This is an optimization exercise on Yosys and OpenROAD, whose aim is small area, not a production implementation.
At most, simulation tests tie the RTL to the original design; equivalence was not proved.
The RTL of runs 1, 2, 4 and 5 was laid out without a check of its function.
No run shown here takes its clock network from TritonCTS; it comes from the design's own scripts or RTL.
The clock port is modelled as an ideal driver, which makes a skipped or thinned clock tree look cheaper than it is; a real chip needs a root buffer or a tree.
No activity file was given, so power comes from the tool's default toggle rates.

[flow/pre_cts.tcl]
# Clock distribution: instead of TritonCTS's tree (a root buffer, four leaf
# buffers and dummy loads), the registers are split into a few groups by
# position and each group gets one clock buffer, placed at the group's centre
# and driven by the clock port.  The port then drives only those buffers.
proc clock_tree_synthesis {args} {
  set cell $::env(ALU_CLOCK_BUFFER)
  set ngroups $::env(ALU_CLOCK_GROUPS)
  set block [ord::get_db_block]
  set dbu [$block getDbUnitsPerMicron]
  set regs {}
  foreach pin [get_pins -of_objects [get_nets clk]] {
    set inst [sta::sta_to_db_inst [get_cells -of_objects $pin]]
    set bb [$inst getBBox]
    lappend regs [list $pin \
      [expr {([$bb xMin] + [$bb xMax]) / 2.0 / $dbu}] \
      [expr {([$bb yMin] + [$bb yMax]) / 2.0 / $dbu}]]
  }
  # k-means on the register positions, started from groups of equal size
  # taken in order of x
  set regs [lsort -real -index 1 $regs]
  set n [llength $regs]
  set centres {}
  for {set g 0} {$g < $ngroups} {incr g} {
    set part [lrange $regs [expr {$g * $n / $ngroups}] [expr {($g + 1) * $n / $ngroups - 1}]]
    set sx 0.0; set sy 0.0
    foreach r $part { set sx [expr {$sx + [lindex $r 1]}]; set sy [expr {$sy + [lindex $r 2]}] }
    lappend centres [list [expr {$sx / [llength $part]}] [expr {$sy / [llength $part]}]]
  }
  for {set it 0} {$it < 20} {incr it} {
    set members [lrepeat $ngroups {}]
    foreach r $regs {
      set best 0; set bd 1e30
      for {set g 0} {$g < $ngroups} {incr g} {
        set c [lindex $centres $g]
        set d [expr {abs([lindex $r 1] - [lindex $c 0]) + abs([lindex $r 2] - [lindex $c 1])}]
        if { $d < $bd } { set bd $d; set best $g }
      }
      lset members $best [concat [lindex $members $best] [list $r]]
    }
    set centres {}
    for {set g 0} {$g < $ngroups} {incr g} {
      set part [lindex $members $g]
      set sx 0.0; set sy 0.0
      foreach r $part { set sx [expr {$sx + [lindex $r 1]}]; set sy [expr {$sy + [lindex $r 2]}] }
      set k [expr {max(1, [llength $part])}]
      lappend centres [list [expr {$sx / $k}] [expr {$sy / $k}]]
    }
  }
  for {set g 0} {$g < $ngroups} {incr g} {
    set part [lindex $members $g]
    if { [llength $part] == 0 } { continue }
    set pins {}
    foreach r $part { lappend pins [lindex $r 0] }
    insert_buffer -buffer_cell $cell -net [get_nets clk] -load_pins $pins \
      -location [lindex $centres $g] -buffer_name clkbuf_g$g -net_name clknet_g$g
    puts "clock group $g: [llength $part] registers, buffer at [lindex $centres $g]"
  }
  set_propagated_clock [all_clocks]
}
[flow/synth.tcl]
# synth_recipe.tcl with these changes:
#  - the final technology mapping uses ABC scripts beside this file instead
#    of ORFS's speed script: opnd.abc (no deep restructuring, which keeps the
#    operand decode shallow) for module alu_opnd, area.abc for the rest
#  - half adders are left as plain logic (only full adders become adder cells)
proc synth {args} { yosys synth -nofsm -noshare {*}$args }
set ::flow_dir [file dirname [file normalize [info script]]]
proc abc {args} {
  set i [lsearch $args -script]
  set a1 $args
  lset a1 [expr {$i + 1}] [file join $::flow_dir opnd.abc]
  set a2 $args
  lset a2 [expr {$i + 1}] [file join $::flow_dir area.abc]
  yosys abc {*}$a1 alu_opnd
  yosys abc {*}$a2 alu_design alu_fa
}
proc extract_fa {args} { yosys extract_fa -fa {*}$args }
source $::env(SCRIPTS_DIR)/synth.tcl
# left out here: clear keep_hierarchy, flatten, clean up, hide names made inside functions, write 1_2_yosys.v
[flow/area.abc]
strash
&get -n
&deepsyn -I 10 -J 50
&put
dch -f
amap -m
topo
stime -c
dnsize -c
[flow/opnd.abc]
strash
dc2
dch -f
amap
topo
stime -c
dnsize -c
[config.mk]
export PLATFORM = sky130hd
export DESIGN_NAME = alu_design
export DESIGN_NICKNAME = alu_design
export VERILOG_FILES = /design/flow/design.v
export SDC_FILE = /design/flow/constraint.sdc
export NUM_CORES = 4
export LEC_CHECK = 0
export CAP_MARGIN = 20
export CORE_MARGIN = 2
export CORE_UTILIZATION = 60
export CTS_BUF_LIST = sky130_fd_sc_hd__clkbuf_8
export GPL_TIMING_DRIVEN = 0
export SLEW_MARGIN = 20
export SYNTH_HIERARCHICAL = 1
[flow/run.sh]
#!/bin/bash
# Standard ORFS layout with these changes:
#  - synthesis maps logic with area-oriented ABC scripts (flow/synth.tcl)
#  - port buffers use the smallest buffer cell
#  - clock: flow/pre_cts.tcl replaces TritonCTS by one clock buffer per group
#    of nearby registers (three groups), each driven by the clock port
set -euo pipefail
F="$PWD/flow"
export PRE_CTS_TCL="$F/pre_cts.tcl"
export ALU_CLOCK_BUFFER=sky130_fd_sc_hd__clkbuf_8
export ALU_CLOCK_GROUPS=3
bash standard.sh SYNTH_SCRIPT="$F/synth.tcl" \
  "BUFFER_PORTS_ARGS=-buffer_cell sky130_fd_sc_hd__buf_1" \
  finish > standard.log 2>&1
[design.v]
module alu_design #(parameter W = 8)(
    input clk, rst, mode, ce, cin,
    input [1:0] inp_valid,
    input [7:0] opa, opb,
    input [3:0] cmd,
    output err, ov, cout, g, l, e,
    output reg [15:0] res
);
localparam F_NONE = 3'd0, F_COUT = 3'd1, F_OV = 3'd2, F_ERR = 3'd3,
           F_L = 3'd4, F_G = 3'd5, F_E = 3'd6;
wire [7:0] a = opa, b = opb;
wire v01 = ~inp_valid[1] &  inp_valid[0];
wire v10 =  inp_valid[1] & ~inp_valid[0];
wire v11 =  inp_valid[1] &  inp_valid[0];
wire [3:0] k = cmd;
wire o_inc  = mode & ((v01 & k == 4'd4) | (v10 & k == 4'd6));
wire o_dec  = mode & ((v01 & k == 4'd5) | (v10 & k == 4'd7));
wire o_add  = mode & v11 & (k == 4'd0 | k == 4'd2);
wire o_sub  = mode & v11 & (k == 4'd1 | k == 4'd3);
wire o_cmp  = mode & v11 & k == 4'd8;
wire o_minc = mode & v11 & k == 4'd9;
wire o_mshl = mode & v11 & k == 4'd10;
wire o_sadd = mode & v11 & k == 4'd11;
wire o_ssub = mode & v11 & k == 4'd12;
wire rot_ok = ~|b[7:4];
wire o_lnorm = ~mode & v11 & (k <= 4'd5);           
wire o_nota = ~mode & v01 & k == 4'd6;
wire o_notb = ~mode & v10 & k == 4'd7;
wire o_shr  = ~mode & ((v01 & k == 4'd8) | (v10 & k == 4'd10));
wire o_shl  = ~mode & ((v01 & k == 4'd9) | (v10 & k == 4'd11));
wire o_rol  = ~mode & v11 & k == 4'd12 & rot_ok;
wire o_ror  = ~mode & v11 & k == 4'd13 & rot_ok;
wire o_err  = ~(o_inc | o_dec | o_add | o_sub | o_cmp | o_minc | o_mshl | o_sadd |
                o_ssub | o_lnorm | o_nota | o_notb | o_shr | o_shl | o_rol | o_ror);
wire [7:0] p, q;
wire       ci;
alu_opnd u_opnd (.mode(mode), .k(k), .cin(cin), .a(a), .b(b), .p(p), .q(q), .ci(ci));
genvar i;
localparam SPLIT = 4;
wire [SPLIT:0] c;
wire [7:0] sum;
assign c[0] = ci;
generate
    for (i = 0; i < SPLIT; i = i + 1) begin : add
        alu_fa u_fa (.a(p[i]), .b(q[i]), .c(c[i]), .s(sum[i]), .co(c[i+1]));
    end
endgenerate
wire [8:SPLIT+1] z0, z1;
wire [7:SPLIT]   s0, s1;
assign s0[SPLIT] = p[SPLIT] ^ q[SPLIT];
assign z0[SPLIT+1] = p[SPLIT] & q[SPLIT];
assign s1[SPLIT] = ~(p[SPLIT] ^ q[SPLIT]);
assign z1[SPLIT+1] = p[SPLIT] | q[SPLIT];
generate
    for (i = SPLIT + 1; i < 8; i = i + 1) begin : addh
        alu_fa u_fa0 (.a(p[i]), .b(q[i]), .c(z0[i]), .s(s0[i]), .co(z0[i+1]));
        alu_fa u_fa1 (.a(p[i]), .b(q[i]), .c(z1[i]), .s(s1[i]), .co(z1[i+1]));
    end
endgenerate
assign sum[7:SPLIT] = c[SPLIT] ? s1 : s0;
wire c8 = c[SPLIT] ? z1[8] : z0[8];
wire sum_zero = ~|sum;
wire [8:0] binc = {1'b0, b} + {8'd0, o_minc};
wire [2:0] n_rot = b[2:0] ^ {3{k[0]}};               
wire [7:0] oh = 8'd1 << n_rot;
wire y_b   = o_minc | o_mshl;
wire y_oh  = o_rol | o_ror;
wire y_one = ~(o_err | o_cmp | y_b | y_oh | o_shr);
wire [7:0] n_y = ({8{y_b}} & (binc[7:0] | {binc[8], 7'd0})) |
                 ({8{y_oh}} & oh) | {o_shr, 6'd0, y_one};
wire [7:0] n_x = sum | {o_minc & c8 & ~binc[8], 7'd0};
wire n_s    = o_mshl | o_shl | o_ror | (o_minc & (c8 | binc[8]));
wire n_fold = o_rol | o_ror | o_shr;
wire ovs = o_sadd ? ((a[7] & b[7] & ~sum[7] & |{a[6:0], b[6:0]}) | (~a[7] & ~b[7] & sum[7])) :
                    ((~a[7] & (|a) & b[7] & sum[7]) | (a[7] & ~b[7] & ~sum[7]));
wire n_hiff = (o_dec | o_sub) & ~c8 |
              (o_sadd | o_ssub) & (a[7] ^ b[7] ^ o_ssub ^ c8) |
              (o_lnorm & k[0]) | o_nota | o_notb | o_shr;
wire [2:0] n_fc = {o_cmp,
                   o_cmp ? sum_zero :
                       (o_err | ((o_dec | o_sub) & ~c8) | ((o_sadd | o_ssub) & ovs)),
                   o_cmp ? c8 & ~sum_zero : (o_err | ((o_inc | o_add) & c8))};
reg [7:0] x;
reg [7:0] y;
reg       s, fold, hiff;
reg [2:0] fc;
always @(posedge clk)
    if (ce) x <= n_x;
always @(posedge clk or posedge rst) begin
    if (rst) begin
        y <= 0; s <= 0; fold <= 0; hiff <= 0; fc <= F_ERR;
    end else if (ce) begin
        y <= n_y; s <= n_s; fold <= n_fold; hiff <= n_hiff; fc <= n_fc;
    end
end
wire [15:0] m;
  wire mu_pp0_0 = ~(x[0] & y[0]);
  wire mu_pp0_1 = ~(x[1] & y[0]);
  wire mu_pp0_2 = ~(x[2] & y[0]);
  wire mu_pp0_3 = ~(x[3] & y[0]);
  wire mu_pp0_4 = ~(x[4] & y[0]);
  wire mu_pp0_5 = ~(x[5] & y[0]);
  wire mu_pp0_6 = ~(x[6] & y[0]);
  wire mu_pp0_7 = ~(x[7] & y[0]);
  wire mu_pp1_0 = ~(x[0] & y[1]);
  wire mu_pp1_1 = ~(x[1] & y[1]);
  wire mu_pp1_2 = ~(x[2] & y[1]);
  wire mu_pp1_3 = ~(x[3] & y[1]);
  wire mu_pp1_4 = ~(x[4] & y[1]);
  wire mu_pp1_5 = ~(x[5] & y[1]);
  wire mu_pp1_6 = ~(x[6] & y[1]);
  wire mu_pp1_7 = ~(x[7] & y[1]);
  wire mu_pp2_0 = ~(x[0] & y[2]);
  wire mu_pp2_1 = ~(x[1] & y[2]);
  wire mu_pp2_2 = ~(x[2] & y[2]);
  wire mu_pp2_3 = ~(x[3] & y[2]);
  wire mu_pp2_4 = ~(x[4] & y[2]);
  wire mu_pp2_5 = ~(x[5] & y[2]);
  wire mu_pp2_6 = ~(x[6] & y[2]);
  wire mu_pp2_7 = ~(x[7] & y[2]);
  wire mu_pp3_0 = ~(x[0] & y[3]);
  wire mu_pp3_1 = ~(x[1] & y[3]);
  wire mu_pp3_2 = ~(x[2] & y[3]);
  wire mu_pp3_3 = ~(x[3] & y[3]);
  wire mu_pp3_4 = ~(x[4] & y[3]);
  wire mu_pp3_5 = ~(x[5] & y[3]);
  wire mu_pp3_6 = ~(x[6] & y[3]);
  wire mu_pp3_7 = ~(x[7] & y[3]);
  wire mu_pp4_0 = ~(x[0] & y[4]);
  wire mu_pp4_1 = ~(x[1] & y[4]);
  wire mu_pp4_2 = ~(x[2] & y[4]);
  wire mu_pp4_3 = ~(x[3] & y[4]);
  wire mu_pp4_4 = ~(x[4] & y[4]);
  wire mu_pp4_5 = ~(x[5] & y[4]);
  wire mu_pp4_6 = ~(x[6] & y[4]);
  wire mu_pp4_7 = ~(x[7] & y[4]);
  wire mu_pp5_0 = ~(x[0] & y[5]);
  wire mu_pp5_1 = ~(x[1] & y[5]);
  wire mu_pp5_2 = ~(x[2] & y[5]);
  wire mu_pp5_3 = ~(x[3] & y[5]);
  wire mu_pp5_4 = ~(x[4] & y[5]);
  wire mu_pp5_5 = ~(x[5] & y[5]);
  wire mu_pp5_6 = ~(x[6] & y[5]);
  wire mu_pp5_7 = ~(x[7] & y[5]);
  wire mu_pp6_0 = ~(x[0] & y[6]);
  wire mu_pp6_1 = ~(x[1] & y[6]);
  wire mu_pp6_2 = ~(x[2] & y[6]);
  wire mu_pp6_3 = ~(x[3] & y[6]);
  wire mu_pp6_4 = ~(x[4] & y[6]);
  wire mu_pp6_5 = ~(x[5] & y[6]);
  wire mu_pp6_6 = ~(x[6] & y[6]);
  wire mu_pp6_7 = ~(x[7] & y[6]);
  wire mu_pp7_0 = ~(x[0] & y[7]);
  wire mu_pp7_1 = ~(x[1] & y[7]);
  wire mu_pp7_2 = ~(x[2] & y[7]);
  wire mu_pp7_3 = ~(x[3] & y[7]);
  wire mu_pp7_4 = ~(x[4] & y[7]);
  wire mu_pp7_5 = ~(x[5] & y[7]);
  wire mu_pp7_6 = ~(x[6] & y[7]);
  wire mu_pp7_7 = ~(x[7] & y[7]);
  wire mu_fs0, mu_fc0;
  alu_fa u_mu_fs0 (.a(mu_pp0_2), .b(mu_pp1_1), .c(mu_pp2_0), .s(mu_fs0), .co(mu_fc0));
  wire mu_fs1, mu_fc1;
  alu_fa u_mu_fs1 (.a(mu_pp0_3), .b(mu_pp1_2), .c(mu_pp2_1), .s(mu_fs1), .co(mu_fc1));
  wire mu_fs2, mu_fc2;
  alu_fa u_mu_fs2 (.a(mu_pp3_0), .b(mu_fc0), .c(mu_fs1), .s(mu_fs2), .co(mu_fc2));
  wire mu_fs3, mu_fc3;
  alu_fa u_mu_fs3 (.a(mu_pp0_4), .b(mu_pp1_3), .c(mu_pp2_2), .s(mu_fs3), .co(mu_fc3));
  wire mu_fs4, mu_fc4;
  alu_fa u_mu_fs4 (.a(mu_pp3_1), .b(mu_pp4_0), .c(mu_fc1), .s(mu_fs4), .co(mu_fc4));
  wire mu_fs5, mu_fc5;
  alu_fa u_mu_fs5 (.a(mu_fs3), .b(mu_fs4), .c(mu_fc2), .s(mu_fs5), .co(mu_fc5));
  wire mu_fs6, mu_fc6;
  alu_fa u_mu_fs6 (.a(mu_pp0_5), .b(mu_pp1_4), .c(mu_pp2_3), .s(mu_fs6), .co(mu_fc6));
  wire mu_fs7, mu_fc7;
  alu_fa u_mu_fs7 (.a(mu_pp3_2), .b(mu_pp4_1), .c(mu_pp5_0), .s(mu_fs7), .co(mu_fc7));
  wire mu_fs8, mu_fc8;
  alu_fa u_mu_fs8 (.a(mu_fc3), .b(mu_fs6), .c(mu_fs7), .s(mu_fs8), .co(mu_fc8));
  wire mu_fs9, mu_fc9;
  alu_fa u_mu_fs9 (.a(mu_fc4), .b(mu_fs8), .c(mu_fc5), .s(mu_fs9), .co(mu_fc9));
  wire mu_fs10, mu_fc10;
  alu_fa u_mu_fs10 (.a(mu_pp0_6), .b(mu_pp1_5), .c(mu_pp2_4), .s(mu_fs10), .co(mu_fc10));
  wire mu_fs11, mu_fc11;
  alu_fa u_mu_fs11 (.a(mu_pp3_3), .b(mu_pp4_2), .c(mu_pp5_1), .s(mu_fs11), .co(mu_fc11));
  wire mu_fs12, mu_fc12;
  alu_fa u_mu_fs12 (.a(mu_pp6_0), .b(mu_fc6), .c(mu_fc7), .s(mu_fs12), .co(mu_fc12));
  wire mu_fs13, mu_fc13;
  alu_fa u_mu_fs13 (.a(mu_fs10), .b(mu_fs11), .c(mu_fc8), .s(mu_fs13), .co(mu_fc13));
  wire mu_fs14, mu_fc14;
  alu_fa u_mu_fs14 (.a(mu_fs12), .b(mu_fs13), .c(mu_fc9), .s(mu_fs14), .co(mu_fc14));
  wire mu_fs15, mu_fc15;
  alu_fa u_mu_fs15 (.a(mu_pp0_7), .b(mu_pp1_6), .c(mu_pp2_5), .s(mu_fs15), .co(mu_fc15));
  wire mu_fs16, mu_fc16;
  alu_fa u_mu_fs16 (.a(mu_pp3_4), .b(mu_pp4_3), .c(mu_pp5_2), .s(mu_fs16), .co(mu_fc16));
  wire mu_fs17, mu_fc17;
  alu_fa u_mu_fs17 (.a(mu_pp6_1), .b(mu_pp7_0), .c(mu_fc10), .s(mu_fs17), .co(mu_fc17));
  wire mu_fs18, mu_fc18;
  alu_fa u_mu_fs18 (.a(mu_fc11), .b(mu_fs15), .c(mu_fs16), .s(mu_fs18), .co(mu_fc18));
  wire mu_fs19, mu_fc19;
  alu_fa u_mu_fs19 (.a(mu_fc12), .b(mu_fs17), .c(mu_fs18), .s(mu_fs19), .co(mu_fc19));
  wire mu_fs20, mu_fc20;
  alu_fa u_mu_fs20 (.a(mu_fc13), .b(mu_fs19), .c(mu_fc14), .s(mu_fs20), .co(mu_fc20));
  wire mu_fs21, mu_fc21;
  alu_fa u_mu_fs21 (.a(mu_pp1_7), .b(mu_pp2_6), .c(mu_pp3_5), .s(mu_fs21), .co(mu_fc21));
  wire mu_fs22, mu_fc22;
  alu_fa u_mu_fs22 (.a(mu_pp4_4), .b(mu_pp5_3), .c(mu_pp6_2), .s(mu_fs22), .co(mu_fc22));
  wire mu_fs23, mu_fc23;
  alu_fa u_mu_fs23 (.a(mu_pp7_1), .b(mu_fc15), .c(mu_fc16), .s(mu_fs23), .co(mu_fc23));
  wire mu_fs24, mu_fc24;
  alu_fa u_mu_fs24 (.a(mu_fs21), .b(mu_fs22), .c(mu_fc17), .s(mu_fs24), .co(mu_fc24));
  wire mu_fs25, mu_fc25;
  alu_fa u_mu_fs25 (.a(mu_fc18), .b(mu_fs23), .c(mu_fs24), .s(mu_fs25), .co(mu_fc25));
  wire mu_fs26, mu_fc26;
  alu_fa u_mu_fs26 (.a(mu_fc19), .b(mu_fs25), .c(mu_fc20), .s(mu_fs26), .co(mu_fc26));
  wire mu_fs27, mu_fc27;
  alu_fa u_mu_fs27 (.a(mu_pp2_7), .b(mu_pp3_6), .c(mu_pp4_5), .s(mu_fs27), .co(mu_fc27));
  wire mu_fs28, mu_fc28;
  alu_fa u_mu_fs28 (.a(mu_pp5_4), .b(mu_pp6_3), .c(mu_pp7_2), .s(mu_fs28), .co(mu_fc28));
  wire mu_fs29, mu_fc29;
  alu_fa u_mu_fs29 (.a(mu_fc21), .b(mu_fc22), .c(mu_fs27), .s(mu_fs29), .co(mu_fc29));
  wire mu_fs30, mu_fc30;
  alu_fa u_mu_fs30 (.a(mu_fs28), .b(mu_fc23), .c(mu_fs29), .s(mu_fs30), .co(mu_fc30));
  wire mu_fs31, mu_fc31;
  alu_fa u_mu_fs31 (.a(mu_fc24), .b(mu_fs30), .c(mu_fc25), .s(mu_fs31), .co(mu_fc31));
  wire mu_fs32, mu_fc32;
  alu_fa u_mu_fs32 (.a(mu_pp3_7), .b(mu_pp4_6), .c(mu_pp5_5), .s(mu_fs32), .co(mu_fc32));
  wire mu_fs33, mu_fc33;
  alu_fa u_mu_fs33 (.a(mu_pp6_4), .b(mu_pp7_3), .c(mu_fc27), .s(mu_fs33), .co(mu_fc33));
  wire mu_fs34, mu_fc34;
  alu_fa u_mu_fs34 (.a(mu_fc28), .b(mu_fs32), .c(mu_fs33), .s(mu_fs34), .co(mu_fc34));
  wire mu_fs35, mu_fc35;
  alu_fa u_mu_fs35 (.a(mu_fc29), .b(mu_fs34), .c(mu_fc30), .s(mu_fs35), .co(mu_fc35));
  wire mu_fs36, mu_fc36;
  alu_fa u_mu_fs36 (.a(mu_pp4_7), .b(mu_pp5_6), .c(mu_pp6_5), .s(mu_fs36), .co(mu_fc36));
  wire mu_fs37, mu_fc37;
  alu_fa u_mu_fs37 (.a(mu_pp7_4), .b(mu_fc32), .c(mu_fs36), .s(mu_fs37), .co(mu_fc37));
  wire mu_fs38, mu_fc38;
  alu_fa u_mu_fs38 (.a(mu_fc33), .b(mu_fs37), .c(mu_fc34), .s(mu_fs38), .co(mu_fc38));
  wire mu_fs39, mu_fc39;
  alu_fa u_mu_fs39 (.a(mu_pp5_7), .b(mu_pp6_6), .c(mu_pp7_5), .s(mu_fs39), .co(mu_fc39));
  wire mu_fs40, mu_fc40;
  alu_fa u_mu_fs40 (.a(mu_fc36), .b(mu_fs39), .c(mu_fc37), .s(mu_fs40), .co(mu_fc40));
  wire mu_fs41, mu_fc41;
  alu_fa u_mu_fs41 (.a(mu_pp6_7), .b(mu_pp7_6), .c(mu_fc39), .s(mu_fs41), .co(mu_fc41));
  wire mu_hs42 = ~(mu_pp0_1 ^ mu_pp1_0);
  wire mu_hc42 = mu_pp0_1 | mu_pp1_0;
  wire mu_hs43 = ~(mu_fs0 ^ mu_hc42);
  wire mu_hc43 = mu_fs0 | mu_hc42;
  wire mu_hs44 = ~(mu_fs2 ^ mu_hc43);
  wire mu_hc44 = mu_fs2 | mu_hc43;
  wire mu_hs45 = ~(mu_fs5 ^ mu_hc44);
  wire mu_hc45 = mu_fs5 | mu_hc44;
  wire mu_hs46 = ~(mu_fs9 ^ mu_hc45);
  wire mu_hc46 = mu_fs9 | mu_hc45;
  wire mu_hs47 = ~(mu_fs14 ^ mu_hc46);
  wire mu_hc47 = mu_fs14 | mu_hc46;
  wire mu_hs48 = ~(mu_fs20 ^ mu_hc47);
  wire mu_hc48 = mu_fs20 | mu_hc47;
  wire mu_hs49 = ~(mu_fs26 ^ mu_hc48);
  wire mu_hc49 = mu_fs26 | mu_hc48;
  wire mu_fs50, mu_fc50;
  alu_fa u_mu_fs50 (.a(mu_fs31), .b(mu_fc26), .c(mu_hc49), .s(mu_fs50), .co(mu_fc50));
  wire mu_fs51, mu_fc51;
  alu_fa u_mu_fs51 (.a(mu_fs35), .b(mu_fc31), .c(mu_fc50), .s(mu_fs51), .co(mu_fc51));
  wire mu_fs52, mu_fc52;
  alu_fa u_mu_fs52 (.a(mu_fs38), .b(mu_fc35), .c(mu_fc51), .s(mu_fs52), .co(mu_fc52));
  wire mu_fs53, mu_fc53;
  alu_fa u_mu_fs53 (.a(mu_fs40), .b(mu_fc38), .c(mu_fc52), .s(mu_fs53), .co(mu_fc53));
  wire mu_fs54, mu_fc54;
  alu_fa u_mu_fs54 (.a(mu_fs41), .b(mu_fc40), .c(mu_fc53), .s(mu_fs54), .co(mu_fc54));
  wire mu_fs55, mu_fc55;
  alu_fa u_mu_fs55 (.a(1'b1), .b(mu_pp7_7), .c(mu_fc41), .s(mu_fs55), .co(mu_fc55));
  wire mu_fs56, mu_fc56;
  alu_fa u_mu_fs56 (.a(1'b0), .b(mu_pp7_7), .c(mu_fc41), .s(mu_fs56), .co(mu_fc56));
  wire mu_cs14 = mu_fc54 ? mu_fs55 : mu_fs56;
  wire mu_cs15 = mu_fc54 ? mu_fc55 : mu_fc56;
  assign m = ~{mu_cs15, mu_cs14, mu_fs54, mu_fs53, mu_fs52, mu_fs51, mu_fs50, mu_hs49, mu_hs48, mu_hs47, mu_hs46, mu_hs45, mu_hs44, mu_hs43, mu_hs42, mu_pp0_0};
wire [15:0] ms = s ? {m[14:0], 1'b0} : m;
wire [7:0]  hi = (hiff ? {8{~fold}} : ms[15:8]) | {7'd0, fc == F_COUT};
wire [7:0]  lo = ms[7:0] | ({8{fold}} & {s & m[14], ms[14:8]});
reg [2:0] fc2;
always @(posedge clk or posedge rst) begin
    if (rst) begin
        res <= 0; fc2 <= F_NONE;
    end else if (ce) begin
        res <= {hi, lo}; fc2 <= fc;
    end
end
assign cout = fc2 == F_COUT;
assign ov   = fc2 == F_OV;
assign g    = fc2 == F_G;
assign l    = fc2 == F_L;
assign e    = fc2 == F_E;
assign err  = fc2 == F_ERR;
endmodule
module alu_fa (input a, b, c, output s, co);
    assign s = a ^ b ^ c;
    assign co = (a & b) | (c & (a ^ b));
endmodule
module alu_opnd (input mode, input [3:0] k, input cin, input [7:0] a, b,
                 output [7:0] p, output [7:0] q, output reg ci);
genvar i;
reg [3:0] tt;
always @(*) begin
    case ({mode, k})
        5'b1_0100: tt = 4'b0000;         
        5'b1_0101: tt = 4'b1111;         
        5'b1_0001, 5'b1_0011, 5'b1_1000, 5'b1_1100:
                   tt = 4'b0101;         
        5'b1_1001, 5'b1_1010:
                   tt = 4'b0000;         
        5'b0_0000: tt = 4'b1000;         
        5'b0_0001: tt = 4'b0111;         
        5'b0_0010: tt = 4'b1110;         
        5'b0_0011: tt = 4'b0001;         
        5'b0_0100: tt = 4'b0110;         
        5'b0_0101: tt = 4'b1001;         
        5'b0_0110: tt = 4'b0011;         
        5'b0_0111: tt = 4'b0101;         
        5'b0_1000, 5'b0_1001, 5'b0_1100, 5'b0_1101:
                   tt = 4'b1100;         
        default:   tt = 4'b1010;         
    endcase
end
wire shr_k = ~mode & k[3] & ~k[2] & ~k[0];       
generate
    for (i = 0; i < 8; i = i + 1) begin : lg
        if (i == 0) begin : b0
            assign q[i] = tt[{a[i], b[i]}] & ~shr_k;
        end else begin : bn
            assign q[i] = tt[{a[i], b[i]}];
        end
    end
endgenerate
wire       p_b  = ~k[3] & k[2] & k[1];           
wire       p_a  = mode & ~p_b;
wire       p_ff = mode & p_b & k[0];
assign p = ({8{p_a}} & a) | {8{p_ff}};
always @(*) begin
    case ({mode, k})
        5'b1_0100, 5'b1_0110, 5'b1_0001, 5'b1_1000, 5'b1_1001, 5'b1_1100:
                   ci = 1'b1;            
        5'b1_0010: ci = cin;             
        5'b1_0011: ci = ~cin;            
        default:   ci = 1'b0;
    endcase
end
endmodule
[constraint.sdc]
create_clock -name core_clock -period 7.0 [get_ports {clk}]
set_input_delay 1.4000 -clock core_clock [delete_from_list [all_inputs] [get_ports {clk}]]
set_output_delay 1.4000 -clock core_clock [all_outputs]
set_load 0.01 [all_outputs]
[standard.sh]
#!/bin/bash
# synth_recipe.tcl (not shown) runs the flow's synth.tcl, then flattens the netlist and writes it again
# the make line also repeats each setting of config.mk as NAME=value (left out here)
make -C /OpenROAD-flow-scripts/flow DESIGN_CONFIG=/design/flow/config.mk WORK_HOME=/design/flow/orfs CLKGATE_MAP_FILE= SYNTH_SCRIPT=/design/flow/synth_recipe.tcl "${@:-finish}"
==> results_dict.tcl, run 1 <==
set metrics [dict create \
    drv_slew 0 \
    place_congestion 0.927 \
    area_delta_synth_final_pct 10.1 \
    synthCells 508 \
    floorplan.initialDensity_pct 62.2 \
    initialDrtViolationCount 253 \
    grt_usage_pct 28.2 \
    synth-main-ff-cell "dfrtp_1" \
    ys_warn_count 8 \
    die_w_um 88.1 \
    ys_types 41 \
    final_cells 665 \
    dpl.cell_count 652 \
    cp_top_family "adder cells" \
    fp.coreArea_um2 6830 \
    core.rowCount 30 \
    nNetsFinal 657 \
    final_area_um2 4680 \
    first_global_vias 3737 \
    worst-path-max-fanout 9 \
    switchingPower_uw 271 \
    syn-cell-area_um2 4250 \
    worst-slew-pin-transition_ns 0.787 \
    power.density_nw_per_um2 151 \
    crit_top_cell "fa_1" \
    power_uw 704 \
    clk_latency_ns 0.15 \
    maxCapViolCount 0 \
    vias 3956 \
    p_sw_share_pct 38.5 \
    synth_fp_nets 594 \
    viasPerCell 5.95 \
    fin_tns_setup_ns 0 \
    cp_num_buf_inv 0 \
    portBuffers 48 \
    firstDrtPassIters 4 \
    cp_slowest_stage_delay_ns 0.51 \
    grt_first_pass_wirelength_um 17500 \
    ant_nets 0 \
    arrival_ns 6.87 \
    status "finished clean" \
    routed_wl_um 10500 \
    min_period_over_period_pct 97.1 \
    cp-end-kind "flop" \
    critPathRequiredTime_ns 7.08 \
    leakage_nw 1.44 \
    place_hpwl_um 8350 \
    min_period_ns 6.79 \
    rsz0062_at_grt "no" \
    critical_path_class "reg2reg" \
    drive_gt1_share_pct 3.69 \
    dieHeight_um 88.1 \
    overflow 0 \
    syn_area_per_cell_um2 8.36 \
    power_frac_comb_pct 40.3 \
    fin_util_pct 68.5 \
    skew_ns 0.0287 \
    intPower_uw 433 \
    setup_violations 0 \
    async_flop_share_pct 80.5 \
    clk_pin_slew_ns 0.10 \
    fmax_mhz 147 \
    ios 49 \
    wl_per_cell_um 15.8 \
    worst_setup_path_start_kind "flop" \
    drcViolationCount 0 \
    path_cells "nand2_1 -> fa_1 -> fa_1 -> fa_1 -> fa_1 -> fa_1 -> fa_1 -> fa_1 -> or3_1 -> fa_1 -> fa_1 -> fa_1 -> fa_1 -> fa_1 -> a22o_1 -> o21ai_1 -> nor2_1 -> nor3_1" \
    max-slew-margin-rel_pct 47.2 \
    clockPowerShare_pct 13.8 \
    ys_ff_latch 41 \
    irDropWorstVdd_mv 0.0966 \
    n_antenna_cell 0 \
    antenna_found_initial 0 \
    die_area_um2 7770 \
    placement.cell_area_um2 4550 \
    synth_edf_count 8 \
    yosysSeqAreaShare_pct 25.2 \
    hold_viol 0 \
    grt_max_degree 34 \
    cp_slowest_cell "dfrtp_2" \
    sequentialPowerShare_pct 45.9 \
    hold_class "reg2reg" \
]
metrics by stage:
step                hold slack, ns  setup slack [ns]
floorplan                    0.446             0.537
global placement             0.462            0.0455
detailed placement           0.469           0.00473
CTS                          0.489            0.0156
global route                 0.507          0.000120
finish                       0.488             0.206
kinds of logic (layout without fill, tap and decap cells):
logic type                 Yosys count  after routing  synth area share [%]
DFF                                 41             41                  25.2
and+or+nand+nor                    229            229                  22.9
other                                2              2                 0.177
adders and majority gates           59             59                  27.8
AOI/OAI and AO/OA                  120            120                  18.9
buffers and inverters               57            118                  5.04
metal layers:
metal  part of all wire, %  routed length [µm]  up-vias  global-route usage [%]
li1                      -                   -     1893                       -
met1                    41                4320     1886                    38.0
met2                    50                5310      156                    50.4
met3                   6.1                 640       21                    1.98
met4                   2.4                 258        0                    6.34
met5                     0                   0        -                       0
sequential cells by signal, indices dropped and copies added, names as in the netlist:
signal,count
fold,1
fc,3
y,8
s,1
fc2,3
hiff,1
x,8
res,16
per-module statistics from Yosys, one instance, submodules excluded:
module	flops+latches	times used	cells inside	area [µm²]
alu_design	41	1	366	2630
alu_fa	0	59	1	20.0
alu_opnd	0	1	83	440
synth_stat cells (2+ instances only):
cell type  instances  area share [%]
o22ai_1           14             2.1
a31oi_1            4            0.59
o21a_1             5            0.88
a21oi_1           18             2.1
dfrtp_1           31              18
o21ai_0           32             3.8
a221oi_1           4            0.82
nand2_1           97             8.6
nor4_1             7             1.0
a221o_1            5             1.2
a22o_1             3            0.62
conb_1             2            0.18
o22a_1             7             1.4
dfstp_2            2             1.2
a22oi_1            2            0.35
nor3_1            22             2.6
or2_0              5            0.74
nand3_1            7            0.82
or3_1              7             1.0
or4_1              2            0.35
fa_1              59              28
clkinv_1          57             5.0
o221ai_1           5             1.0
and2_0             2            0.29
edfxtp_1           8             5.7
a32oi_1            4            0.82
and3_1             2            0.29
o211ai_1           9             1.6
nor2_1            74             6.5
cell usage in the layout (no fill, tap or decap), types with 5 or more instances in the layout:
cell type	count
clkinv_1	56
or2_0	5
nor3_1	22
o22a_1	7
o211ai_1	9
or3_1	7
edfxtp_1	8
buf_4	10
o21a_1	5
o22ai_1	13
buf_1	47
o21ai_0	31
o221ai_1	5
a221o_1	5
fa_1	59
nand3_1	7
nand2_1	97
nor2_1	74
nor4_1	7
dfrtp_1	28
a21oi_1	18
final cells by class, clock buffers not listed:
cell class                      instances  area (µm²)
Fill cell                             595        2150
Inverter                               57         215
Multi-Input combinational cell        410        2970
Sequential cell                        41        1070
Tap cell                               96         120
Timing Repair Buffer                   58         256
worst reg2reg max path, stage by stage (launching register included):
cell and delay, ns:
dfrtp_2 0.51, nand2_1 0.11, fa_1 0.39, fa_1 0.47, fa_1 0.41, fa_1 0.39, fa_1 0.39, fa_1 0.39
fa_1 0.51, or3_1 0.41, fa_1 0.41, fa_1 0.41, fa_1 0.39, fa_1 0.40, fa_1 0.42, a22o_1 0.29
o21ai_1 0.20, nor2_1 0.06, nor3_1 0.17
power groups by stage:
stage | logic, mW | registers [mW] | clock network (mW)
after detailed placement | 0.264 | 0.332 | 0
after global routing | 0.322 | 0.328 | 0.107
final | 0.283 | 0.324 | 0.0973
after CTS | 0.265 | 0.327 | 0.0993
after global placement | 0.255 | 0.331 | 0
after floorplan | 0.174 | 0.327 | 0
path summary, 6_finish.rpt:
check / startpoint / to / slack [ns] / cells after the start
min in group asynchronous: rst / res[2] / 1.24 / 2
max reg2reg: y[2] / res[6] / 0.21 / 18
min: fc[1] / fc[1] / 0.49 / 2
min reg2reg: fc[1] / fc[1] / 0.49 / 2
max: y[2] / res[6] / 0.21 / 18
max in group asynchronous: rst / y[5] / 5.36 / 2
what timing repair did:
action                                  in CTS  in global routing
cloned                                       0                  0
gates resized for setup                      1                  4
setup buffers                                0                 10
hold buffers                                 0                  0
endpoints found under the setup margin       2                  5
hold endpoints to repair                     0                  0
==> inputs of run 2 (changes only) <==
--- a/design.v
+++ b/design.v
@@ -36,7 +36,7 @@
 wire       ci;
 alu_opnd u_opnd (.mode(mode), .k(k), .cin(cin), .a(a), .b(b), .p(p), .q(q), .ci(ci));
 genvar i;
-localparam SPLIT = 4;
+localparam SPLIT = 6;
 wire [SPLIT:0] c;
 wire [7:0] sum;
 assign c[0] = ci;
@@ -326,9 +326,11 @@
 generate
     for (i = 0; i < 8; i = i + 1) begin : lg
         if (i == 0) begin : b0
-            assign q[i] = tt[{a[i], b[i]}] & ~shr_k;
+            wire q0;
+            alu_lut2 u_lut (.a(a[i]), .b(b[i]), .tt(tt), .q(q0));
+            assign q[i] = q0 & ~shr_k;
         end else begin : bn
-            assign q[i] = tt[{a[i], b[i]}];
+            alu_lut2 u_lut (.a(a[i]), .b(b[i]), .tt(tt), .q(q[i]));
         end
     end
 endgenerate
@@ -346,3 +348,6 @@
     endcase
 end
 endmodule
+module alu_lut2 (input a, b, input [3:0] tt, output q);
+    assign q = tt[{a, b}];
+endmodule
==> flow/lut.abc (new file) <==
strash
&get -n
&nf -R 1000
&put
==> flow/synth.tcl (replaced) <==
# synth_recipe.tcl with these changes:
#  - the final technology mapping uses ABC scripts beside this file instead
#    of ORFS's speed script: lut.abc (maps the 2-input function unit alu_lut2
#    to one 4:1 mux), opnd.abc (no deep restructuring, which keeps the operand
#    decode shallow) for module alu_opnd, area.abc for the rest
#  - half adders are left as plain logic (only full adders become adder cells)
proc synth {args} { yosys synth -nofsm -noshare {*}$args }
set ::flow_dir [file dirname [file normalize [info script]]]
proc abc {args} {
  set i [lsearch $args -script]
  set a0 $args
  lset a0 [expr {$i + 1}] [file join $::flow_dir lut.abc]
  set a1 $args
  lset a1 [expr {$i + 1}] [file join $::flow_dir opnd.abc]
  set a2 $args
  lset a2 [expr {$i + 1}] [file join $::flow_dir area.abc]
  yosys abc {*}$a0 alu_lut2
  yosys abc {*}$a1 alu_opnd
  yosys abc {*}$a2 alu_design alu_fa
}
proc extract_fa {args} { yosys extract_fa -fa {*}$args }
source $::env(SCRIPTS_DIR)/synth.tcl
# left out here: clear keep_hierarchy, flatten, clean up, hide names made inside functions, write 1_2_yosys.v
==> run 2 against run 1 <==
  * Worst hold slack better by 0.013 ns
  * Global-route usage increased by 0.55 points
  * Cell count down 9.6%
  * Maximum frequency grew 0.73%
  * Via count is 5.5% lower
  * Core utilization is 1.2 points lower
  * Wire length fell by 1.4%
  * Combinational power hardly changed
  * Total power up 2.5%
  * Synthesized cell count down 7.7%
  * Critical path depth rose by 3
==> results_dict.tcl, run 2 <==
set metrics [dict create \
    status "finished clean" \
    die_area_um2 7600 \
    arrival_ns 6.75 \
    power.density_nw_per_um2 159 \
    setup_violations 0 \
    fin_hold_ws_ns 0.501 \
    irDropWorstVdd_mv 0.0826 \
    yosys-top-cells-area "fa_1 (27%), dfrtp_1 (19%), nand2_1 (8.9%)" \
    clk_pin_slew_ns 0.09 \
    postCtsHoldBufs 0 \
    worst-path-max-fanout 10 \
    n_antenna_cell 0 \
    synth-main-ff-cell "dfrtp_1" \
    synth_mux_area_share_pct 4.34 \
    critical_path_class "in2reg" \
    async_flop_share_pct 80.5 \
    syn_area_per_cell_um2 8.85 \
    ys_ff_latch 41 \
    fp.coreArea_um2 6760 \
    nNetsFinal 607 \
    synth_fa_ha_area_share_pct 27.5 \
    synthCells 469 \
    wl_per_cell_um 17.3 \
    drv_slew 0 \
    initialDrtViolationCount 260 \
    syn-cell-area_um2 4150 \
    min_period_ns 6.74 \
    rsz0062_at_grt "no" \
    final_area_um2 4540 \
    yosys.area.top_type_share_pct 27.5 \
    fin_util_pct 67.2 \
    synth_edf_count 8 \
    critPathRequiredTime_ns 7.01 \
    fmax_mhz 148 \
    maxCapViolCount 0 \
    clk_latency_ns 0.15 \
    synth_compound_area_share_pct 17.1 \
    regMostFlops "res" \
    drcViolationCount 0 \
    place_hpwl_um 8240 \
    cp_top_family "adder cells" \
    largest_reg_flops 16 \
    ant_nets 0 \
    synth-simple-area-share_pct 20.3 \
    overflow 0 \
    ys_warn_count 8 \
    worst-slew-pin-transition_ns 0.751 \
    fin_tns_setup_ns 0 \
    synth_top_area_cell "fa_1" \
    grt_max_degree 34 \
    core.rowCount 30 \
    routed_wl_um 10400 \
    final_common_cell "nand2_1" \
    dieHeight_um 87.2 \
    skew_ns 0.0142 \
    synth_commonest_cells "nand2_1 (98), fa_1 (57), nor2_1 (57)" \
    synth_top_family_by_area "adder cells" \
    cp_num_buf_inv 4 \
    antenna_found_initial 0 \
    min_period_over_period_pct 96.4 \
    hold_viol 0 \
    hold_class "reg2reg" \
    yosys.area_share.xor_xnor_pct 0 \
    placement.cell_area_um2 4440 \
    largestRegisters "res (16), x (8), y (8)" \
    cp_slowest_stage_delay_ns 0.48 \
    die_w_um 87.2 \
    yosysMostFrequentCell "nand2_1" \
    worst_setup_path_start_kind "primary input" \
    yosysSeqAreaShare_pct 25.7 \
    vias 3737 \
    ys_types 40 \
    leakage_nw 1.37 \
    cp_slowest_cell "mux4_2" \
    grt_usage_pct 28.7 \
    first_global_vias 3668 \
    path_cells "buf_2 -> clkinv_1 -> o22ai_2 -> nor3_1 -> o41a_1 -> mux4_2 -> clkinv_1 -> a31oi_1 -> fa_1 -> fa_1 -> fa_1 -> fa_1 -> fa_1 -> fa_1 -> clkinv_1 -> o22a_1 -> nand2_1 -> o21ai_1 -> nor2_1 -> a2111oi_2 -> a22oi_1" \
    floorplan.initialDensity_pct 61.5 \
    portBuffers 48 \
    layout_common_cells "nand2_1 (98), nor2_1 (57), fa_1 (57)" \
    place_congestion 0.955 \
    max-slew-margin-rel_pct 49.6 \
    firstDrtPassIters 5 \
    drive_gt1_share_pct 5.57 \
    viasPerCell 6.22 \
    synth_fp_nets 553 \
    crit_top_cell "fa_1" \
    grt_first_pass_wirelength_um 17400 \
    ios 49 \
    cp-end-kind "flop" \
    area_delta_synth_final_pct 9.37 \
]
## run 2: changes by cell type in the layout (fill, tap and decap cells not counted), sizes merged, moves of 5 or more
cell | before | now
nor2 | 74 | 57
buf | 58 | 46
mux4 | 0 | 8
nor3 | 22 | 14
o21ai | 32 | 39
a21oi | 18 | 12
o211ai | 9 | 3
o221ai | 5 | 11
clkinv | 57 | 52
## run 2: logic make-up after synthesis
group                      count (synthesis)
muxes                                      8
AOI/OAI and AO/OA                        107
and+or+nand+nor                          200
buffers and inverters                     54
other                                      2
adders and majority gates                 57
DFF                                       41
## run 2: worst register-to-register path, stage by stage (launching register included)
cell and delay, ns:
dfrtp_1 0.58, nand2_1 0.14, fa_1 0.42, fa_1 0.46
fa_1 0.42, fa_1 0.39, fa_1 0.40, fa_1 0.40
fa_1 0.47, clkinv_1 0.08, nand2_1 0.08, fa_1 0.39
fa_1 0.39, fa_1 0.40, fa_1 0.39, fa_1 0.44
o22a_1 0.25, o221ai_1 0.28, nor2_1 0.07, nor3_1 0.18
## run 2: repair_timing
item,in CTS,in global routing
pin swaps,0,1
resized for setup,8,13
setup endpoints to repair,5,3
endpoints found under the hold margin,0,0
buffers inserted,0,1
cloned,0,0
## run 2: stage by stage
step / setup WS, ns / instances / total power [mW]
3_5_place_dp: -0.918 / 597 / 0.613
5_1_grt: 0.00704 / 601 / 0.774
3_3_place_gp: -0.855 / 597 / 0.604
4_1_cts: 0.0143 / 600 / 0.712
2_1_floorplan: 0.529 / 469 / 0.513
6_report: 0.255 / 601 / 0.722
## run 2: worst paths after layout
check                              end  startpoint  cells after the start  slack, ns
min in group asynchronous       res[6]         rst                      2       1.26
max in group asynchronous        fc[1]         rst                      2       5.38
worst max register to register  res[7]        y[1]                     19       0.29
worst min register to register  res[2]      res[2]                      2       0.50
worst max-delay path              hiff      cmd[1]                     21       0.26
worst min-delay path            res[2]      res[2]                      2       0.50
## run 2: per-module statistics from Yosys (local to each module, per instance)
module | cells inside | times used | flops+latches
alu_lut2 | 1 | 8 | 0
alu_opnd | 51 | 1 | 0
alu_fa | 1 | 57 | 0
alu_design | 353 | 1 | 41
## run 2: area by class of cell, clock buffers not listed
cell class / instances / area (µm²)
multi-input cells: 374 / 2930
fillers: 579 / 2210
flip-flops and latches: 41 / 1070
inverters: 54 / 204
repair buffers: 49 / 196
well taps: 80 / 100
## run 2: layer usage
layer	up-vias	GRT usage [%]	wire length, µm
li1	1744	-	-
met1	1822	39.0	4330
met2	144	51.5	5280
met3	27	1.71	530
met4	0	5.87	241
met5	-	0	0
## run 2: power breakdown
group          internal, mW  switching [mW]  total, mW
clock network        0.0395          0.0607      0.100
registers             0.288          0.0478      0.336
logic                 0.113           0.173      0.286
==> inputs of run 3 (changes only) <==
--- a/design.v
+++ b/design.v
@@ -36,7 +36,7 @@
 wire       ci;
 alu_opnd u_opnd (.mode(mode), .k(k), .cin(cin), .a(a), .b(b), .p(p), .q(q), .ci(ci));
 genvar i;
-localparam SPLIT = 6;
+localparam SPLIT = 4;
 wire [SPLIT:0] c;
 wire [7:0] sum;
 assign c[0] = ci;
==> run 3 against run 2 <==
  * Register-to-register slack worse by 0.05 ns
  * Largest cell class unchanged
  * Total power shrank 0.50%
  * Highest routed layer unchanged
  * Combinational power increased by 2%
  * Setup slack worse by 0.010 ns
  * Sequential power is 1% lower
  * Sequential cell count unchanged
  * Largest power group unchanged
  * Global-route usage decreased by 2.1 points
  * Final area increased by 2.1%
  * Critical path type is now reg2reg
==> results_dict.tcl, run 3 <==
set metrics [dict create \
    antenna_found_initial 0 \
    die_area_um2 7750 \
    yosys-top-cells-area "fa_1 (28%), dfrtp_1 (18%), nand2_1 (8.0%)" \
    worst-slew-pin-transition_ns 0.816 \
    cp_slowest_stage_delay_ns 0.52 \
    cp_slowest_cell "fa_1" \
    async_flop_share_pct 80.5 \
    ys_ff_latch 41 \
    postCtsHoldBufs 0 \
    synth_compound_area_share_pct 15.8 \
    syn_area_per_cell_um2 8.75 \
    cp-end-kind "flop" \
    dpl.cell_count 628 \
    placement.cell_area_um2 4540 \
    synth-simple-area-share_pct 21.6 \
    setup_violations 0 \
    floorplan.initialDensity_pct 62.0 \
    worst-path-max-fanout 8 \
    leakage_nw 1.41 \
    min_period_over_period_pct 96.5 \
    die_w_um 88.0 \
    yosysMostFrequentCell "nand2_1" \
    ys_warn_count 8 \
    portBuffers 48 \
    initialDrtViolationCount 231 \
    clk_pin_slew_ns 0.08 \
    ios 49 \
    core.rowCount 30 \
    grt_usage_pct 26.7 \
    critPathRequiredTime_ns 7.07 \
    clk_latency_ns 0.16 \
    dieHeight_um 88.0 \
    synth_fp_nets 570 \
    synth_mux_area_share_pct 4.25 \
    final_common_cell "nand2_1" \
    final_cells 635 \
    yosysSeqAreaShare_pct 25.2 \
    power.density_nw_per_um2 155 \
    n_antenna_cell 0 \
    drv_slew 0 \
    final_area_um2 4640 \
    synth-main-ff-cell "dfrtp_1" \
    min_period_ns 6.76 \
    hold_class "reg2reg" \
    nNetsFinal 627 \
    syn-cell-area_um2 4240 \
    status "finished clean" \
    routed_wl_um 10000 \
    largest_reg_flops 16 \
    min_path_cells 1 \
    viasPerCell 6.02 \
    wl_per_cell_um 15.8 \
    maxCapViolCount 0 \
    dpl_worst_slack_ns -0.350 \
    layout_common_cells "nand2_1 (90), nor2_1 (74), fa_1 (58)" \
    grt_first_pass_wirelength_um 16500 \
    fill_cells 607 \
    regMostFlops "res" \
    irDropWorstVdd_mv 0.0961 \
    hold_viol 0 \
    synth_top_family_by_area "adder cells" \
    max-slew-margin-rel_pct 45.3 \
    place_hpwl_um 8090 \
    ys_types 40 \
    skew_ns 0.0302 \
    ant_nets 0 \
    yosys.area.top_type_share_pct 27.9 \
    area_delta_synth_final_pct 9.45 \
    synth_commonest_cells "nand2_1 (90), nor2_1 (74), fa_1 (59)" \
    yosys.area_share.xor_xnor_pct 0 \
    grt_max_degree 34 \
    fin_ws_ns 0.245 \
    arrival_ns 6.82 \
    synth_edf_count 8 \
    drcViolationCount 0 \
    critical_path_class "reg2reg" \
    fmax_mhz 148 \
    overflow 0 \
    synthCells 484 \
    synth_top_area_cell "fa_1" \
    drive_gt1_share_pct 5.19 \
    firstDrtPassIters 5 \
    synth_fa_ha_area_share_pct 27.9 \
    place_congestion 0.958 \
    fp.coreArea_um2 6830 \
    vias 3823 \
    crit_top_cell "fa_1" \
    largestRegisters "res (16), x (8), y (8)" \
    first_global_vias 3596 \
    reg2reg_depth 18 \
    worst_setup_path_start_kind "flop" \
    path_cells "nand2_1 -> fa_1 -> fa_1 -> fa_1 -> fa_1 -> fa_1 -> fa_1 -> fa_1 -> or3_4 -> fa_1 -> fa_1 -> fa_1 -> fa_1 -> fa_2 -> a22o_1 -> o21ai_2 -> nor2_1 -> nor3_1" \
]
==> run 3: through the flow <==
step / util [%] / hold slack [ns] / TNS, ns / total power [mW]
detailed placement: 66.4 / 0.462 / -0.644 / 0.616
global route: 67.9 / 0.507 / -0.0196 / 0.775
floorplan: - / 0.446 / 0 / 0.519
global placement: 66.4 / 0.462 / -0.431 / 0.607
CTS: 67.1 / 0.484 / 0 / 0.710
finish: 67.9 / 0.482 / 0 / 0.719
==> run 3: report_power, final <==
| group | switching, mW | total (mW) | internal (mW) |
|---|---|---|---|
| Clock | 0.0552 | 0.0946 | 0.0394 |
| Sequential | 0.0451 | 0.332 | 0.287 |
| Combinational | 0.176 | 0.292 | 0.115 |
==> run 3: final timing paths <==
path / from / end / slack [ns]
min in group asynchronous: rst / res[8] / 1.24
worst max-delay path: x[3] / res[6] / 0.24
worst min register to register: res[1] / res[1] / 0.48
max in group asynchronous: rst / y[6] / 5.37
worst max register to register: x[3] / res[6] / 0.24
worst min-delay path: res[1] / res[1] / 0.48
==> run 3: layout make-up, clock buffers not listed <==
class	count	area (µm²)	share of cell area, %
multi-input cells	385	2970	64.1
well taps	96	120	2.59
flip-flops and latches	41	1070	23.1
repair buffers	52	213	4.59
inverters	58	219	4.72
==> run 3: timing repair <==
item | in CTS | in global routing
endpoints found under the setup margin | 4 | 6
buffers inserted | 0 | 4
resized for setup | 4 | 8
==> run 3: per-layer routing <==
metal / track usage, % / vias up / part of all wire, %
li1: - / 1799 / -
met1: 35.4 / 1843 / 41
met2: 47.3 / 151 / 50
met3: 1.51 / 30 / 4.9
met4: 8.82 / 0 / 3.7
met5: 0 / - / 0
==> run 3: cells by family after synthesis <==
group,after synthesis
AO/OA/AOI/OAI,100
adder cells (fa/ha/maj),59
buffers and inverters,58
flip-flops,41
multiplexers,8
other,2
AND/OR/NAND/NOR,216
==> run 3: per-module statistics from Yosys, one instance, submodules excluded <==
module | cell area, µm² | cells inside
alu_lut2 | 22.5 | 1
alu_design | 2630 | 366
alu_fa | 20.0 | 1
alu_opnd | 249 | 51
==> run 3: worst max-delay path, delay by kind of cell, from the launching register on <==
family          cells  cell delay [ns]
flops               1             0.51
compound gates      2             0.44
fa+ha+maj          12             4.98
simple gates        4             0.75
==> inputs of run 4 (changes only) <==
--- a/design.v
+++ b/design.v
@@ -36,7 +36,7 @@
 wire       ci;
 alu_opnd u_opnd (.mode(mode), .k(k), .cin(cin), .a(a), .b(b), .p(p), .q(q), .ci(ci));
 genvar i;
-localparam SPLIT = 4;
+localparam SPLIT = 5;
 wire [SPLIT:0] c;
 wire [7:0] sum;
 assign c[0] = ci;
@@ -349,5 +349,5 @@
 end
 endmodule
 module alu_lut2 (input a, b, input [3:0] tt, output q);
-    assign q = tt[{a, b}];
+    assign q = b ? (a ? tt[3] : tt[1]) : (a ? tt[2] : tt[0]);
 endmodule
==> run 4 against run 3 <==
  * Still clean
  * Final area decreased by 0.65%
  * Combinational power increased by 2%
  * Critical path depth increased by 3
  * Register-to-register slack improved by 0.09 ns
  * Sequential share of layout area increased by 0.069 points
  * Critical path type is now in2reg
  * Highest routed layer unchanged
==> results_dict.tcl, run 4 <==
set metrics [dict create \
    place_congestion 0.913 \
    worst-slew-pin-transition_ns 0.732 \
    synth_mux_area_share_pct 4.29 \
    synth_edf_count 8 \
    synth-simple-area-share_pct 20.1 \
    vias 3780 \
    die_area_um2 7680 \
    min_period_over_period_pct 96.4 \
    overflow 0 \
    firstDrtPassIters 5 \
    power_uw 729 \
    fin_ws_ns 0.250 \
    nNetsFinal 620 \
    clk_pin_slew_ns 0.09 \
    worst-path-max-fanout 9 \
    cp-end-kind "flop" \
    wl_per_cell_um 16.2 \
    yosysMostFrequentCell "nand2_1" \
    grt_max_degree 34 \
    synth_fa_ha_area_share_pct 27.7 \
    min_period_ns 6.75 \
    regMostFlops "res" \
    power.density_nw_per_um2 158 \
    dieHeight_um 87.6 \
    yosys-top-cells-area "fa_1 (28%), dfrtp_1 (18%), nand2_1 (8.4%)" \
    fmax_mhz 148 \
    critical_path_class "in2reg" \
    synth_top_area_cell "fa_1" \
    drive_gt1_share_pct 5.44 \
    drv_slew 0 \
    routed_wl_um 10200 \
    yosysSeqAreaShare_pct 25.5 \
    use_met2_pct 51.1 \
    yosys.area.top_type_share_pct 27.7 \
    dpl.cell_count 624 \
    layout_common_cells "nand2_1 (94), fa_1 (57), clkinv_1 (55), nor2_1 (55), buf_1 (43)" \
    use_met3_pct 1.51 \
    ys_types 39 \
    area_delta_synth_final_pct 9.78 \
    portBuffers 48 \
    syn-cell-area_um2 4200 \
    initialDrtViolationCount 152 \
    postCtsHoldBufs 0 \
    async_flop_share_pct 80.5 \
    grtUsageMet1_pct 38.5 \
    largest_reg_flops 16 \
    place_hpwl_um 8190 \
    grt_busiest_layer "met2" \
    final_common_cell "nand2_1" \
    first_global_vias 3773 \
    ys_warn_count 8 \
    fp.coreArea_um2 6790 \
    grt_first_pass_wirelength_um 17400 \
    fin_hold_ws_ns 0.521 \
    synth_compound_area_share_pct 17.1 \
    setup_violations 0 \
    synth-main-ff-cell "dfrtp_1" \
    rsz0062_at_grt "no" \
    fill_cells 576 \
    hold_class "reg2reg" \
    status "finished clean" \
    synth_fp_nets 565 \
    dpl_worst_slack_ns -1.30 \
    max-slew-margin-rel_pct 50.9 \
    yosys.area_share.xor_xnor_pct 0 \
    final_cells 629 \
    antenna_found_initial 0 \
    core.rowCount 30 \
    largestRegisters "res (16), x (8), y (8)" \
    irDropWorstVdd_mv 0.107 \
    ys_ff_latch 41 \
    synth_commonest_cells "nand2_1 (94), clkinv_1 (58), fa_1 (58)" \
    floorplan.initialDensity_pct 61.8 \
    arrival_ns 6.84 \
    synth_top_family_by_area "adder cells" \
    skew_ns 0.0115 \
    ios 49 \
    hold_viol 0 \
    maxCapViolCount 0 \
    n_antenna_cell 0 \
    leakage_nw 1.40 \
    synthCells 480 \
    worst_setup_path_start_kind "primary input" \
    ant_nets 0 \
    die_w_um 87.6 \
    syn_area_per_cell_um2 8.74 \
    grt_usage_pct 28.3 \
    critPathRequiredTime_ns 7.09 \
    viasPerCell 6.01 \
    drcViolationCount 0 \
    clk_latency_ns 0.15 \
]
## run 4: cell types whose count changed after synthesis, sizes merged, moves of 4 or more
cell,change
nand2,+4
o21ai,+12
a22oi,+4
nor2,-19
a21oi,+4
a221o,-4
## run 4: area by class of cell, clock buffers not listed
type	instances	area (µm²)	area share, %
Tap cell	96	120	2.61
Sequential cell	41	1070	23.2
Inverter	58	220	4.78
Multi-Input combinational cell	381	2950	64.1
Timing Repair Buffer	50	204	4.43
## run 4: kinds of logic after synthesis
kind of cell    after synthesis
mux                           8
buf+inv                      58
flops                        41
other cells                   2
fa+ha+maj                    58
simple gates                199
compound gates              114
## run 4: repair_timing
action / CTS / global route
resized for setup: 15 / 3
buffers inserted: 0 / 2
pin swaps: 1 / 2
endpoints found under the setup margin: 4 / 2
## run 4: stage by stage
| step | util (%) | instance area [µm²] | TNS (ns) |
|---|---|---|---|
| finish | 67.8 | 4610 | 0 |
| global route | 67.8 | 4610 | 0 |
| detailed placement | 66.2 | 4500 | -2.99 |
| CTS | 67.5 | 4580 | 0 |
| floorplan | - | 4200 | 0 |
| global placement | 66.2 | 4500 | -2.83 |
## run 4: power by group
group          switching (mW)  leakage [nW]  total, mW  internal (mW)
logic                   0.182         0.884      0.297          0.115
clock network          0.0592        0.0216     0.0987         0.0395
registers              0.0456         0.494      0.333          0.288
## run 4: worst paths after layout
check                         from  endpoint  slack (ns)  cells after the start
min in group asynchronous      rst    res[9]        1.26                      2
hold / removal             res[14]   res[14]        0.52                      2
setup reg to reg              y[0]    res[6]        0.33                     19
hold reg to reg            res[14]   res[14]        0.52                      2
setup / recovery            cmd[1]     fc[0]        0.25                     21
max in group asynchronous      rst     fc[0]        5.37                      2
## run 4: metal layers
layer,wire (µm),vias up
li1,-,1788
met1,4300,1850
met2,5200,126
met3,482,16
met4,200,0
met5,0,-
## run 4: worst max-delay path, cell delays in order
cell,delay (ns)
buf_2,0.19
clkinv_1,0.18
o22ai_1,0.18
nor3_1,0.08
o41a_1,0.43
mux4_2,0.49
clkinv_1,0.05
a31oi_1,0.05
fa_1,0.43
fa_1,0.43
fa_1,0.40
fa_1,0.39
fa_2,0.41
o22ai_2,0.26
inv_2,0.10
or4_1,0.53
nor4_4,0.27
buf_4,0.17
o21ai_0,0.06
a31o_1,0.22
o21a_1,0.10
## run 4: per-module statistics from Yosys (local to each module, per instance)
module	times used	flip-flops and latches	cells inside	area [µm²]
alu_lut2	8	0	1	22.5
alu_design	1	41	363	2610
alu_opnd	1	0	51	249
alu_fa	58	0	1	20.0
==> inputs of run 5 (changes only) <==
--- a/design.v
+++ b/design.v
@@ -36,7 +36,7 @@
 wire       ci;
 alu_opnd u_opnd (.mode(mode), .k(k), .cin(cin), .a(a), .b(b), .p(p), .q(q), .ci(ci));
 genvar i;
-localparam SPLIT = 5;
+localparam SPLIT = 6;
 wire [SPLIT:0] c;
 wire [7:0] sum;
 assign c[0] = ci;
@@ -269,12 +269,8 @@
   wire mu_fs54, mu_fc54;
   alu_fa u_mu_fs54 (.a(mu_fs41), .b(mu_fc40), .c(mu_fc53), .s(mu_fs54), .co(mu_fc54));
   wire mu_fs55, mu_fc55;
-  alu_fa u_mu_fs55 (.a(1'b1), .b(mu_pp7_7), .c(mu_fc41), .s(mu_fs55), .co(mu_fc55));
-  wire mu_fs56, mu_fc56;
-  alu_fa u_mu_fs56 (.a(1'b0), .b(mu_pp7_7), .c(mu_fc41), .s(mu_fs56), .co(mu_fc56));
-  wire mu_cs14 = mu_fc54 ? mu_fs55 : mu_fs56;
-  wire mu_cs15 = mu_fc54 ? mu_fc55 : mu_fc56;
-  assign m = ~{mu_cs15, mu_cs14, mu_fs54, mu_fs53, mu_fs52, mu_fs51, mu_fs50, mu_hs49, mu_hs48, mu_hs47, mu_hs46, mu_hs45, mu_hs44, mu_hs43, mu_hs42, mu_pp0_0};
+  alu_fa u_mu_fs55 (.a(mu_pp7_7), .b(mu_fc41), .c(mu_fc54), .s(mu_fs55), .co(mu_fc55));
+  assign m = ~{mu_fc55, mu_fs55, mu_fs54, mu_fs53, mu_fs52, mu_fs51, mu_fs50, mu_hs49, mu_hs48, mu_hs47, mu_hs46, mu_hs45, mu_hs44, mu_hs43, mu_hs42, mu_pp0_0};
 wire [15:0] ms = s ? {m[14:0], 1'b0} : m;
 wire [7:0]  hi = (hiff ? {8{~fold}} : ms[15:8]) | {7'd0, fc == F_COUT};
 wire [7:0]  lo = ms[7:0] | ({8{fold}} & {s & m[14], ms[14:8]});
@@ -349,5 +345,5 @@
 end
 endmodule
 module alu_lut2 (input a, b, input [3:0] tt, output q);
-    assign q = b ? (a ? tt[3] : tt[1]) : (a ? tt[2] : tt[0]);
+    assign q = tt[{a, b}];
 endmodule
==> run 5 against run 4 <==
  * Clock power down 2%
  * Still clean
  * Largest cell class unchanged
  * Cell count down 4.9%
  * Highest routed layer unchanged
  * Synthesized cell count down 3.1%
==> results_dict.tcl, run 5 <==
set metrics [dict create \
    yosys-top-cells-area "fa_1 (27%), dfrtp_1 (19%), nand2_1 (8.6%)" \
    ys_warn_count 8 \
    reg2reg_depth 19 \
    max-slew-margin-rel_pct 46.7 \
    fp.coreArea_um2 6680 \
    skew_ns 0.00963 \
    worst_setup_path_start_kind "flop" \
    drv_slew 0 \
    regMostFlops "res" \
    fmax_mhz 148 \
    initialDrtViolationCount 200 \
    final_common_cell "nand2_1" \
    cp_top_family "adder cells" \
    synth_edf_count 8 \
    first_global_vias 3640 \
    synthCells 465 \
    largest_reg_flops 16 \
    overflow 0 \
    antenna_found_initial 0 \
    cp_num_buf_inv 1 \
    place_congestion 0.941 \
    grt_first_pass_wirelength_um 16900 \
    wl_per_cell_um 16.3 \
    synth-main-ff-cell "dfrtp_1" \
    maxCapViolCount 0 \
    critical_path_class "reg2reg" \
    drive_gt1_share_pct 5.60 \
    cp_slowest_cell "edfxtp_1" \
    worst-path-max-fanout 8 \
    min_period_ns 6.75 \
    status "finished clean" \
    routed_wl_um 9740 \
    n_antenna_cell 0 \
    clk_latency_ns 0.15 \
    min_period_over_period_pct 96.4 \
    hold_class "reg2reg" \
    placement.cell_area_um2 4380 \
    yosys.area.top_type_share_pct 27.4 \
    synth_fp_nets 548 \
    yosysSeqAreaShare_pct 26.1 \
    nNetsFinal 603 \
    ys_ff_latch 41 \
    crit_top_cell "fa_1" \
    yosysMostFrequentCell "nand2_1" \
    leakage_nw 1.37 \
    core.rowCount 30 \
    irDropWorstVdd_mv 0.110 \
    drcViolationCount 0 \
    floorplan.initialDensity_pct 61.3 \
    synth_top_area_cell "fa_1" \
    path_cells "nand2_1 -> fa_1 -> fa_1 -> fa_1 -> fa_1 -> fa_1 -> fa_1 -> fa_1 -> clkinv_1 -> nand2_1 -> fa_1 -> fa_1 -> fa_1 -> fa_1 -> fa_1 -> fa_1 -> o21a_1 -> o22ai_1 -> o21a_1" \
    fin_util_pct 67.2 \
    grt_max_degree 34 \
    die_w_um 86.6 \
    async_flop_share_pct 80.5 \
    postCtsHoldBufs 0 \
    min_path_cells 1 \
    cp_slowest_stage_delay_ns 0.54 \
    power_uw 749 \
    holdCritStartpoint "res[6]" \
    viasPerCell 6.10 \
    vias 3650 \
    setup_violations 0 \
    r2r_start "x[2]" \
    grt_usage_pct 27.7 \
    place_hpwl_um 8000 \
    largestRegisters "res (16), x (8), y (8)" \
    hold_viol 0 \
    synth_commonest_cells "nand2_1 (94), fa_1 (56), clkinv_1 (55), nor2_1 (55), dfrtp_1 (31)" \
    ios 49 \
    dieHeight_um 86.6 \
    die_area_um2 7500 \
    ys_types 40 \
    worst-slew-pin-transition_ns 0.779 \
    critPathRequiredTime_ns 7.09 \
    firstDrtPassIters 5 \
    syn_area_per_cell_um2 8.80 \
    ant_nets 0 \
    portBuffers 48 \
    cp-end-kind "flop" \
    min_to "res[6]" \
    power.density_nw_per_um2 167 \
    area_delta_synth_final_pct 9.66 \
    final_area_um2 4490 \
    clk_pin_slew_ns 0.09 \
    syn-cell-area_um2 4090 \
    layout_common_cells "nand2_1 (94), fa_1 (56), nor2_1 (55)" \
    rrSetupSlack_ns 0.25 \
    r2r_end "res[6]" \
    arrival_ns 6.84 \
]
run 5: cell types whose count changed after synthesis, moves of 3 or more:
cell and delta:
nand3_1 +4, o22ai_1 +4, a21oi_1 -3, clkinv_1 -3
o21ai_0 -11
run 5: Yosys stat by module (local to each module, per instance):
module      flip-flops and latches  copies in the design  cells  cell area [µm²]
alu_opnd                         0                     1     51              249
alu_lut2                         0                     8      1             22.5
alu_design                      41                     1    350             2540
alu_fa                           0                    56      1             20.0
run 5: area by class of cell, clock buffers not listed:
cell class,instances,area (µm²)
Timing Repair Buffer,50,204
Fill cell,598,2190
Sequential cell,41,1070
Multi-Input combinational cell,369,2870
Inverter,55,208
Tap cell,80,100
run 5: report_power, final:
part | switching, mW | total, mW | internal (mW)
clock | 0.0573 | 0.0967 | 0.0394
sequential | 0.0484 | 0.339 | 0.291
combinational | 0.191 | 0.313 | 0.122
run 5: how the worst max path moves through the flow:
stage / startpoint / endpoint / slack, ns / depth (start not counted)
after global routing: cmd[3] / hiff / -0.04 / 22
after floorplan: cmd[3] / fc[1] / 0.55 / 20
final: x[2] / res[6] / 0.25 / 19
after detailed placement: cmd[1] / fc[1] / -0.94 / 21
after CTS: y[0] / res[6] / 0.14 / 19
after global placement: cmd[1] / fc[1] / -0.92 / 21
run 5: repair_timing:
item / 4_1_cts / 5_1_grt
endpoints found under the setup margin: 4 / 4
gates resized for setup: 10 / 8
buffers inserted: 0 / 2
pin swaps: 0 / 1
hold endpoints to repair: 0 / 0
run 5: logic make-up (layout without fill, tap and decap cells):
family	after synthesis	after routing	share of synthesized area [%]
multiplexers	9	9	4.65
AND/OR/NAND/NOR	204	204	21.2
AO/OA/AOI/OAI	99	99	15.4
buffers and inverters	55	108	5.04
adder cells (fa/ha/maj)	56	56	27.4
XOR/XNOR	1	1	0.214
flip-flops	41	41	26.1
run 5: routing by layer:
metal	up-vias	wire length [µm]	GRT usage (%)
met5	-	0	0
met4	0	154	3.41
met3	13	497	1.33
met2	123	4990	49.9
met1	1784	4090	38.6
li1	1730	-	-
run 5: per-stage QoR:
stage	cells	setup TNS (ns)	setup WS [ns]	hold WS [ns]
finish	598	0	0.251	0.487
global route	598	-0.0384	-0.0384	0.502
CTS	596	0	0.143	0.489
detailed placement	593	-2.73	-0.943	0.467
global placement	593	-2.51	-0.924	0.462
floorplan	465	0	0.547	0.458

## re-timing with driven ports
How much do the figures lean on ideal ports? The routed layouts below were timed once more, with nothing changed but the port constraints.
Step 1, drivers: a clkbuf_16 drives clk and a buf_2 each remaining input, both assumed.
Step 2 adds t to the input delays and takes it off the output delays; t is the mean of the earliest and latest rising clock arrival at the registers after step 1. Input paths then give back, and output paths get back, about the clock's delay inside the block.
a / b / c = no drivers / after step 1 / after step 2; a / b = the first two.
run	shift t [ns]	slack for setup (ns)	slew at the worst register clock pin (ns)	cell pins on the clock port's net
run 1	0.191	0.206 / 0.206 / 0.202	0.10 / 0.10	3
run 2	0.200	0.255 / 0.289 / 0.089	0.09 / 0.09	3
run 3	0.192	0.245 / 0.245 / 0.245	0.10 / 0.10	3
run 4	0.197	0.250 / 0.280 / 0.084	0.09 / 0.09	3
run 5	0.195	0.251 / 0.251 / 0.094	0.09 / 0.09	3
After both steps every run listed still meets setup and hold.
